This is an optimization exercise on Yosys and OpenROAD, whose aim is small area, a short achievable clock period and few clock cycles, not a production implementation.
In this exercise RTL edits were held to simulation tests only and were not proved equivalent to the original.
Power is estimated from default activity; no workload was simulated.

## mul_unit
module mul_unit
    (
        input logic clk,
        input logic rst,
        input logic [1:0] issue_fn3,
        input logic [31:0] rs1,
        input logic [31:0] rs2,
        input logic issue_new_request,
        input logic [3:0] issue_id,
        output logic issue_ready,
        input logic wb_ack,
        output logic wb_done,
        output logic [3:0] wb_id,
        output logic [31:0] wb_rd
    );
    logic rs1_is_signed, rs2_is_signed, is_mulhx;
    logic [32:0] a;
    logic [33:0] b;
    logic advance;
    logic valid_r;
    logic mulh_r;
    logic [3:0] id_r;
    logic [112:0] cut_d;
    logic [112:0] cut_q;
    logic [63:0] sum_x, sum_y, product;
    logic held_r;
    logic [31:0] held_rd;
  ...
Size: ~2800 cells after synthesis, about 150 flip-flops, about 110 I/O pins, roughly 0.027 mm² of cells after synthesis.
clock: 10.0 ns
lec_check: 0
cap_margin: 20
core_margin: 2
core_utilization: 40
cts_buf_list: sky130_fd_sc_hd__clkbuf_8
place_density: 0.8
setup_slack_margin: 4
slew_margin: 20
standard.sh (not shown) runs the stock make flow with config.mk's settings and CLKGATE_MAP_FILE= SYNTH_SCRIPT=/design/flow/synth_recipe.tcl, a recipe that flattens the netlist after the stock synthesis.
==> flow/flow/run.sh <==
#!/bin/bash
# The standard ORFS layout (standard.sh) with two changes:
#  - SYNTH_ARGS=-noabc: Yosys's synth skips its quick "abc -fast" pass, so
#    the full adders written in the RTL reach extract_fa as written; the
#    registers are the same as the standard synthesis's;
#  - the port buffers that buffer_ports inserts are plain buffers
#    (buf_2) instead of the default delay cells.
cp standard.sh standard_sh_copy.log
export BUFFER_PORTS_ARGS="-buffer_cell sky130_fd_sc_hd__buf_2"
bash standard.sh SYNTH_ARGS=-noabc finish > standard.log 2>&1
status=$?
tail -50 standard.log
exit $status
Testbench counts at the start, summed over its fixed seeds: cycles 16,008.
Edit:
--- a/flow/flow/run.sh
+++ b/flow/flow/run.sh
@@ -5,7 +5,7 @@
 #    registers are the same as the standard synthesis's;
 #  - the port buffers that buffer_ports inserts are plain buffers
-#    (buf_2) instead of the default delay cells.
+#    (buf_4) instead of the default delay cells.
 cp standard.sh standard_sh_copy.log
-export BUFFER_PORTS_ARGS="-buffer_cell sky130_fd_sc_hd__buf_2"
+export BUFFER_PORTS_ARGS="-buffer_cell sky130_fd_sc_hd__buf_4"
 bash standard.sh SYNTH_ARGS=-noabc finish > standard.log 2>&1
 status=$?
CORE_UTILIZATION = 65   (was 40)
CTS_BUF_LIST = unset   (was sky130_fd_sc_hd__clkbuf_8)
PLACE_DENSITY = unset   (was 0.8)
After rerunning: Clock-buffer cell count does not change; routed wire length rose by 4.9%; critical path depth climbs by 1; maximum frequency falls by 0.97%; sequential power barely changes; worst hold slack hardly moves; core utilization came out higher by 28 points; area after synthesis is unchanged.
Edit:
--- a/flow/flow/run.sh
+++ b/flow/flow/run.sh
@@ -5,7 +5,7 @@
 #    registers are the same as the standard synthesis's;
 #  - the port buffers that buffer_ports inserts are plain buffers
-#    (buf_4) instead of the default delay cells.
+#    (buf_2) instead of the default delay cells.
 cp standard.sh standard_sh_copy.log
-export BUFFER_PORTS_ARGS="-buffer_cell sky130_fd_sc_hd__buf_4"
+export BUFFER_PORTS_ARGS="-buffer_cell sky130_fd_sc_hd__buf_2"
 bash standard.sh SYNTH_ARGS=-noabc finish > standard.log 2>&1
 status=$?
CORE_UTILIZATION = 40   (was 65)
GPL_ROUTABILITY_DRIVEN = 0   (was unset)
GPL_TIMING_DRIVEN = 0   (was unset)
Routed wire length increases by about 13%. Core utilization decreases by 27 points. Sequential power hardly moves. Clock skew hardly moves. Sequential share of layout area decreases by 0.30 points. Count of clock-buffer cells in the layout increases by 2. Die area increases by about 60%. Flip-flop and latch count stays the same. Power increases by about 3.3%. Combinational power increases by 3.9%.
Edit:
GPL_ROUTABILITY_DRIVEN = unset   (was 0)
GPL_TIMING_DRIVEN = unset   (was 0)
PLACE_DENSITY = 0.8   (was unset)
SETUP_SLACK_MARGIN = 4.15   (was 4)
The changed run produced a clean layout.
Die area stays the same.
Combinational power falls by a few percent.
Area after synthesis stays the same.
Worst hold slack is about the same.
Setup slack is better by 58 ps.
Global-route usage went down by 4.2 points.
Clock power decreases by a little under a tenth.
Total power fell by a few percent.
Maximum frequency went up slightly.
Via count goes down slightly.
Edit:
CORE_UTILIZATION = 55   (was 40)
PLACE_DENSITY = 0.9   (was 0.8)
SETUP_SLACK_MARGIN = 4.1   (was 4.15)
=>
- fmax rises by about 0.8%
- final area falls by about 0.5%
- critical path depth rises by 2
- worst setup slack is better by 48 ps
- core utilization rises by 16 points
- area after synthesis is unchanged
- wire length is about the same
- die area falls by about 27%
- total power rises by 3.7%
- worst hold slack hardly moves
- clock skew falls by 3.7 ps

## static timing again, ports no longer ideal
In the flow no input, the clock included, has a driving cell. The finished layouts below were timed again as built, in two steps.
Step 1 assumes that a clkbuf_16 drives the clock port and a buf_2 every other input.
Step 2 times the ports against the registers' clock, not the clock port: input delays grow and output delays shrink by t, the midpoint of the rising clock arrivals with the driver on.
Slacks: ideal ports / drivers / drivers and shift; pairs: ideal ports / drivers.
run	shift t [ns]	slack for setup (ns)	slew at the worst register clock pin (ns)	worst data-port slew with drivers (ns)
the first run	0.588	4.025 / 3.966 / 3.542	0.11 / 0.11	0.09
the second run	0.548	3.966 / 3.905 / 3.499	0.08 / 0.08	0.09
the third run	0.550	4.004 / 3.998 / 3.499	0.07 / 0.07	0.09
the fourth run	0.534	4.062 / 3.999 / 3.715	0.08 / 0.08	0.10
the fifth run	0.523	4.110 / 4.055 / 3.589	0.08 / 0.08	0.07
After both steps setup and hold are still met in every run listed. For the fifth run, which loses most, drivers alone change the setup slack by -0.055 ns; drivers and shift together by -0.521 ns.
